This is an optimization exercise on Yosys and OpenROAD, whose aim is small area and a short achievable clock period, not a production implementation.
In this exercise RTL edits were held to simulation tests only and were not proved equivalent to the original.

==> flow/design.v, too long to show whole: its modules and the start of the top module <==
// module TRN_RMS: 381 lines
module TRN_RMS(
    input wire clk,
    input wire reset,
    input wire [19:0] data_in,
    output wire rms_tlast,
    output wire [39:0] result
);
  // ...
==> flow/flow/run.sh <==
#!/bin/bash
# Layout flow: the standard ORFS flow (standard.sh), with two changes:
#  - after the standard synthesis, the logic between the sample registers and
#    the squarer's carry-save registers (sq_s, sq_c) is replaced by the
#    hand-mapped tree in flow/tree.txt (flow/patch.py); registers are untouched;
#  - repair aims at a tighter setup margin, may resize across cell footprints,
#    and ports get buf_2 buffers.
set -euo pipefail
MARGIN=${MARGIN:-5.0}
R=$PWD/orfs/results/sky130hd/TRN_RMS/base
python3 - "$MARGIN" <<'PY'
import re, sys
s = open("standard.sh").read()
s2 = re.sub(r'SETUP_SLACK_MARGIN=\S+', 'SETUP_SLACK_MARGIN=' + sys.argv[1], s)
s2 = s2.replace('"${@:-finish}"', 'MATCH_CELL_FOOTPRINT=0 "${@:-finish}"')
assert s2.count('MATCH_CELL_FOOTPRINT=0') == 1 and 'SETUP_SLACK_MARGIN=' + sys.argv[1] in s2
open("my_standard.sh", "w").write(s2)
PY
export BUFFER_PORTS_ARGS="-buffer_cell sky130_fd_sc_hd__buf_2"
bash my_standard.sh "$R/1_2_yosys.v" > synth.log 2>&1
cp "$R/1_2_yosys.v" "$R/1_2_yosys_standard.v"
python3 flow/patch.py "$R/1_2_yosys_standard.v" flow/tree.txt "$R/1_2_yosys.v" > patch.log 2>&1
bash my_standard.sh > layout.log 2>&1
==> flow/flow/patch.py <==
#!/usr/bin/env python3
"""Replace the synthesized logic that feeds the registers named in a tree
file with the cells the tree file lists.  Registers are untouched.

usage: patch.py netlist.v tree.txt out.v
"""
import re, sys

src, treef, dst = sys.argv[1:4]
text = open(src).read()

cell_re = re.compile(r'^(\s*)(sky130_fd_sc_hd__\w+)\s+(\\\S+\s|\S+)\s*\((.*?)\);\n', re.S | re.M)
pin_re = re.compile(r'\.(\w+)\(\s*(\\\S+\s|[^()\s]+)\s*\)')
OUTPINS = {"X", "Y", "Q", "Q_N", "SUM", "COUT", "HI", "LO"}

cells = []
for m in cell_re.finditer(text):
    typ, inst, body = m.group(2), m.group(3).strip(), m.group(4)
    pins = {p: n.strip() for p, n in pin_re.findall(body)}
    cells.append({"typ": typ, "inst": inst, "pins": pins, "span": m.span()})

def is_ff(c):
    return "__df" in c["typ"]

drv, loads = {}, {}
for i, c in enumerate(cells):
    for p, n in c["pins"].items():
        if p in OUTPINS:
            assert n not in drv, "two drivers on " + n
            drv[n] = i
        else:
            loads.setdefault(n, []).append(i)

regs = {}
for i, c in enumerate(cells):
    if is_ff(c):
        name = re.sub(r'\$_.*$', '', c["inst"].lstrip("\\"))
        regs[name] = i

tree_cells, outs = [], []
for line in open(treef):
    f = line.split()
    if not f or f[0].startswith("#"):
        continue
    if f[0] == "CELL":
        tree_cells.append((f[1], f[2], dict(kv.split("=", 1) for kv in f[3:])))
    elif f[0] == "OUT":
        outs.append((f[1], f[2]))

def qnet(r):
    return cells[regs[r]]["pins"]["Q"]

rename = {}
roots = []
for r, net in outs:
    if r not in regs:
        sys.exit("patch: register %s not in netlist" % r)
    d = cells[regs[r]]["pins"]["D"]
    if net.startswith("reg:"):
        if d != qnet(net[4:]):
            sys.exit("patch: %s is not fed straight from %s" % (r, net[4:]))
        continue
    rename[net] = d
    roots.append(d)

# fan-in cone of the roots, up to registers and ports
cone = set()
stack = list(roots)
seen = set()
while stack:
    n = stack.pop()
    if n in seen:
        continue
    seen.add(n)
    i = drv.get(n)
    if i is None or is_ff(cells[i]):
        continue
    cone.add(i)
    for p, m in cells[i]["pins"].items():
        if p not in OUTPINS:
            stack.append(m)
# keep cone cells whose outputs are used outside the cone
rootset = set(roots)
changed = True
while changed:
    changed = False
    for i in list(cone):
        for p, n in cells[i]["pins"].items():
            if p in OUTPINS:
                users = loads.get(n, [])
                ext = [u for u in users if u not in cone and not (is_ff(cells[u]) and cells[u]["pins"].get("D") == n and n in rootset)]
                port = re.match(r'^(result|rms_tlast)\b', n) is not None
                if ext or port:
                    cone.discard(i)
                    changed = True
                    break
# anything still in the cone that feeds a kept cell must stay too
changed = True
while changed:
    changed = False
    for i in list(cone):
        for p, n in cells[i]["pins"].items():
            if p in OUTPINS and any(u not in cone and not is_ff(cells[u]) for u in loads.get(n, [])):
                cone.discard(i)
                changed = True

# nets the new cells use
def net_of(n):
    if n.startswith("reg:"):
        return qnet(n[4:])
    return rename.get(n, "tn_" + n)

for i in cone:
    for p, n in cells[i]["pins"].items():
        if p in OUTPINS and n in rootset:
            pass
new_wires = set()
out = []
for typ, inst, pins in tree_cells:
    conn = []
    for p, n in pins.items():
        m = net_of(n)
        if m.startswith("tn_"):
            new_wires.add(m)
        conn.append("    .%s(%s)" % (p, m + " " if m.startswith("\\") else m))
    out.append("  %s %s (\n%s\n  );\n" % (typ, inst, ",\n".join(conn)))

# every root must now be driven by exactly one new cell
driven = {}
for typ, inst, pins in tree_cells:
    for p, n in pins.items():
        if p in OUTPINS:
            driven[net_of(n)] = driven.get(net_of(n), 0) + 1
for r in roots:
    if driven.get(r) != 1:
        sys.exit("patch: root %s driven %s times" % (r, driven.get(r)))
    i = drv.get(r)
    if i is not None and i not in cone:
        sys.exit("patch: root %s still driven by kept cell %s" % (r, cells[i]["inst"]))

pieces, last = [], 0
for i in sorted(cone, key=lambda i: cells[i]["span"][0]):
    a, b = cells[i]["span"]
    pieces.append(text[last:a])
    last = b
pieces.append(text[last:])
body = "".join(pieces)
decl = "".join("  wire %s;\n" % w for w in sorted(new_wires))
k = body.rindex("endmodule")
body = body[:k] + decl + "".join(out) + body[k:]
open(dst, "w").write(body)
sys.stderr.write("patch: removed %d cells, added %d cells\n" % (len(cone), len(tree_cells)))
==> flow/standard.sh <==
#!/bin/bash
# synth_recipe.tcl (not shown) runs the flow's synth.tcl, then flattens the netlist and writes it again
# the make line also repeats each setting of config.mk as NAME=value (left out here)
make -C /OpenROAD-flow-scripts/flow DESIGN_CONFIG=/design/flow/config.mk WORK_HOME=/design/flow/orfs CLKGATE_MAP_FILE= SYNTH_SCRIPT=/design/flow/synth_recipe.tcl "${@:-finish}"
==> flow/config.mk <==
export PLATFORM = sky130hd
export DESIGN_NAME = TRN_RMS
export DESIGN_NICKNAME = TRN_RMS
export VERILOG_FILES = /design/flow/design.v
export SDC_FILE = /design/flow/constraint.sdc
export NUM_CORES = 4
export LEC_CHECK = 0
export CAP_MARGIN = 20
export CORE_MARGIN = 2
export CORE_UTILIZATION = 40
export SETUP_SLACK_MARGIN = 5
export SLEW_MARGIN = 20
export TNS_END_PERCENT = 100
==> flow/constraint.sdc <==
create_clock -name core_clock -period 8.0 [get_ports {clk}]
set_input_delay 1.6000 -clock core_clock [delete_from_list [all_inputs] [get_ports {clk}]]
set_output_delay 1.6000 -clock core_clock [all_outputs]
set_load 0.01 [all_outputs]
Not shown: flow/flow/tree.txt
==> results.cfg, run 1 <==
[run_status]
run_status = finished clean

[setup_path]
worstPathBufferInverterCount = 3
crit_slowest_cell = fa_2
critical_r2r_capture = sq_c[14]$_DFF_P_

[synth]
synthesis.area_per_instance_um2 = 9.57
postSynthCellCount = 1037

[layout]
largest_reg_flops = 45
final_cell_count_no_fill = 1500
syn2layout_area_growth_pct = 22.1
multi_input_gates = 782
clock_tree_area_fraction_pct = 5.03
numSequentialCells = 144
final.signal_buffer_count = 148
multiInputGateArea_um2 = 6630
sh_seq_area_pct = 25.0
max_area_cell_class = multi-input gates
leading_cell_type_in_the_layout_fill_and_taps_excluded = nor2_1

[floorplanning]
die_w_um = 162
starting_density_of_the_core_pct = 40.8
dieArea_um2 = 26100
rows = 57

[clocking]
cts_resized = 80
clockRootBuffer = clkbuf_16
cts.hold.buffers_added = 0

[placed_design]
place.port_buffers = 60
place_inst = 1382

[routing]
drc_errors = 0
route.antenna.remaining_nets = 0
dr_wl_met2_um = 11300
dr.pass1.iters = 5
wl_per_cell_um = 15.1

[timing]
final.setup.tns_ns = 0

[global_route]
grt_max_degree = 46
globalRoute.totalOverflow = 0
==> run 2, diff against run 1 <==
--- a/flow/flow/run.sh
+++ b/flow/flow/run.sh
@@ -8,3 +8,3 @@
 set -euo pipefail
-MARGIN=${MARGIN:-5.0}
+MARGIN=${MARGIN:-5.2}
 R=$PWD/orfs/results/sky130hd/TRN_RMS/base
==> results.cfg, run 2 <==
[run_status]
run_status = finished clean

[layout]
syn2layout_area_growth_pct = 30.8
registers.top_by_ff_count = acc
layout.cells.most_common_list = nor2_1 (248), dfxtp_1 (115), fa_1 (112)
nets = 1397
final_cell_count_no_fill = 1539
final_layout_size_suffix_gt1_share_pct = 33.4
layout_top_registers = acc (45), sq_s (37), sq_c (34)
leading_cell_type_in_the_layout_fill_and_taps_excluded = nor2_1
largest_reg_flops = 45
filler_cell_count = 2094

[floorplanning]
dieArea_um2 = 26100
chipHeight_um = 162
coreArea_um2 = 24300
rows = 57
top_level_i_o_count = 63
die_w_um = 162
starting_density_of_the_core_pct = 40.8

[routing]
routed_via_density = 4.92
first_iter_violations = 452
wl_per_cell_um = 15.8
route.antenna.remaining_nets = 0
routed-via-count = 7568
drc_errors = 0
wirelength_um = 24200
dr.pass1.iters = 5

[clocking]
worst_case_clock_buffer_depth = 2
tritoncts_clock_tree = done
numCtsBuffers = 17
clk_latency_ns = 0.42
clockRootBuffer = clkbuf_16
htree_levels = 4
worst_setup_hold_path_clk_slew_ns = 0.07
cts_num_sinks = 144

[setup_path]
reg2reg_from = u[2]$_DFF_PP0_
worstPathMaxFanout = 4
crit_type = input port to register
worstSetupStartpointType = input port
worst_ep_arrival_time_ns = 3.35
end_kind = register
worstPathRequired_ns = 8.35
r2r_setup_slack_ns = 5.02
r2r_cells = 8
critical_r2r_capture = sq_c[19]$_DFF_P_

[global_route]
grt_max_degree = 46
gr-usage-all-layers_pct = 18.5
globalRoute.totalOverflow = 0
initial_antenna_violation_count = 3
first_global_vias = 7600
global_route_wire_length_before_repair_um = 37700

[placed_design]
place_inst = 1381
gp_routability_congestion = 0.854
detailedPlacementHpwl_um = 15600
place.port_buffers = 60

[synth]
synth.cell_area_um2 = 9930
synthesis.area_per_instance_um2 = 9.57
postSynthCellCount = 1037
synth-warning-count = 1

[timing]
max_slew_margin_pct = 33.7
final_hold_viol_count = 0
period_share_pct = 37.5
final-setup-viol-count = 0
period_needed_ns = 3.00
drv_slew = 0
timing.clock.skew_ns = 0.0106
timing.fmax_mhz = 333
rsz0062_at_grt = yes
holdWs_ns = 0.347
transition_time_at_the_pin_with_the_least_slew_margin_ns = 0.994
final.setup.tns_ns = 0

[min_path]
worst_hold_path.endpoint = sq_s[36]$_DFF_P_
hold_class = register to register
timing.hold.worst.start = a19$_DFF_PP0_
whs_path_depth = 0

[flow_run]
maxCapViolations = 0
run 2: how the worst max path moves through the flow:
stage                   startpoint          endpoint  slack (ns)  cells after the start
CTS                     data_in[4]   u[17]$_DFF_PP0_        5.00                      6
detailed placement      data_in[0]   u[17]$_DFF_PP0_        4.44                      8
floorplan               data_in[4]   u[17]$_DFF_PP0_        4.74                      5
finish                  data_in[4]   u[17]$_DFF_PP0_        5.00                      6
global route        u[5]$_DFF_PP0_  sq_c[17]$_DFF_P_        4.96                      7
global placement        data_in[0]   u[17]$_DFF_PP0_        4.48                      8
run 2: critical path, stage by stage:
cell	delay (ns)
buf_8	0.10
or4_4	0.53
or3_4	0.38
or3_4	0.38
o41ai_4	0.22
xnor2_1	0.15
run 2: area by class of cell:
cell class	instances	area, um^2	share of cell area (%)
Multi-Input combinational cell	783	7060	54.4
Sequential cell	144	3040	23.4
Timing Repair Buffer	184	1410	10.9
Clock buffer	19	443	3.41
Inverter	70	423	3.26
Tap cell	324	405	3.12
Clock inverter	13	200	1.54
Timing Repair inverter	1	5.00	0.0385
Antenna cell	1	2.50	0.0193
run 2: timing repair:
item | in CTS | in global routing
hold buffers | 0 | 0
buffers inserted | 98 | 25
gates cloned | 2 | 0
endpoints found under the setup margin | 53 | 60
gates resized for setup | 142 | 108
pin swaps | 32 | 46
run 2: per-stage QoR:
step / cell area (um^2) / util [%] / setup slack, ns
2_1_floorplan: 10200 / - / 4.74
3_3_place_gp: 10600 / 43.6 / 4.48
4_1_cts: 12400 / 51.0 / 5.00
3_5_place_dp: 10600 / 43.6 / 4.44
5_1_grt: 13000 / 53.4 / 4.96
6_report: 13000 / 53.4 / 5.00
run 2: layer usage:
metal / up-vias / wire length [um] / global-route usage, %
met5: - / 27 / 0
met4: 4 / 462 / 5.32
met3: 37 / 1370 / 4.83
met2: 216 / 12400 / 31.2
met1: 3770 / 9940 / 23.6
li1: 3541 / - / -

port drivers added, routing unchanged:
The flow's constraints put no driver on any port. The routed layouts listed below were extracted and timed again, unchanged, in two steps. Step 1, drivers: a clkbuf_16 drives clk and a buf_2 each remaining input, both assumed. Step 2 adds t to the input delays and takes it off the output delays; t is the mean of the earliest and latest rising clock arrival at the registers after step 1. Input paths then give back, and output paths get back, about the clock's delay inside the block. Slacks: ideal ports / drivers / drivers and shift; pairs: ideal ports / drivers.
| run | shift t [ns] | slack for setup (ns) | hold slack, ns |
|---|---|---|---|
| run 1 | 0.468 | 4.981 / 4.979 / 4.512 | 0.369 / 0.369 / 0.369 |
| run 2 | 0.463 | 4.999 / 4.989 / 4.526 | 0.347 / 0.347 / 0.347 |
After both steps setup and hold are still met in every run listed. The setup slack of run 2, which loses most, moves by -0.010 ns with the drivers and by -0.473 ns with both steps.
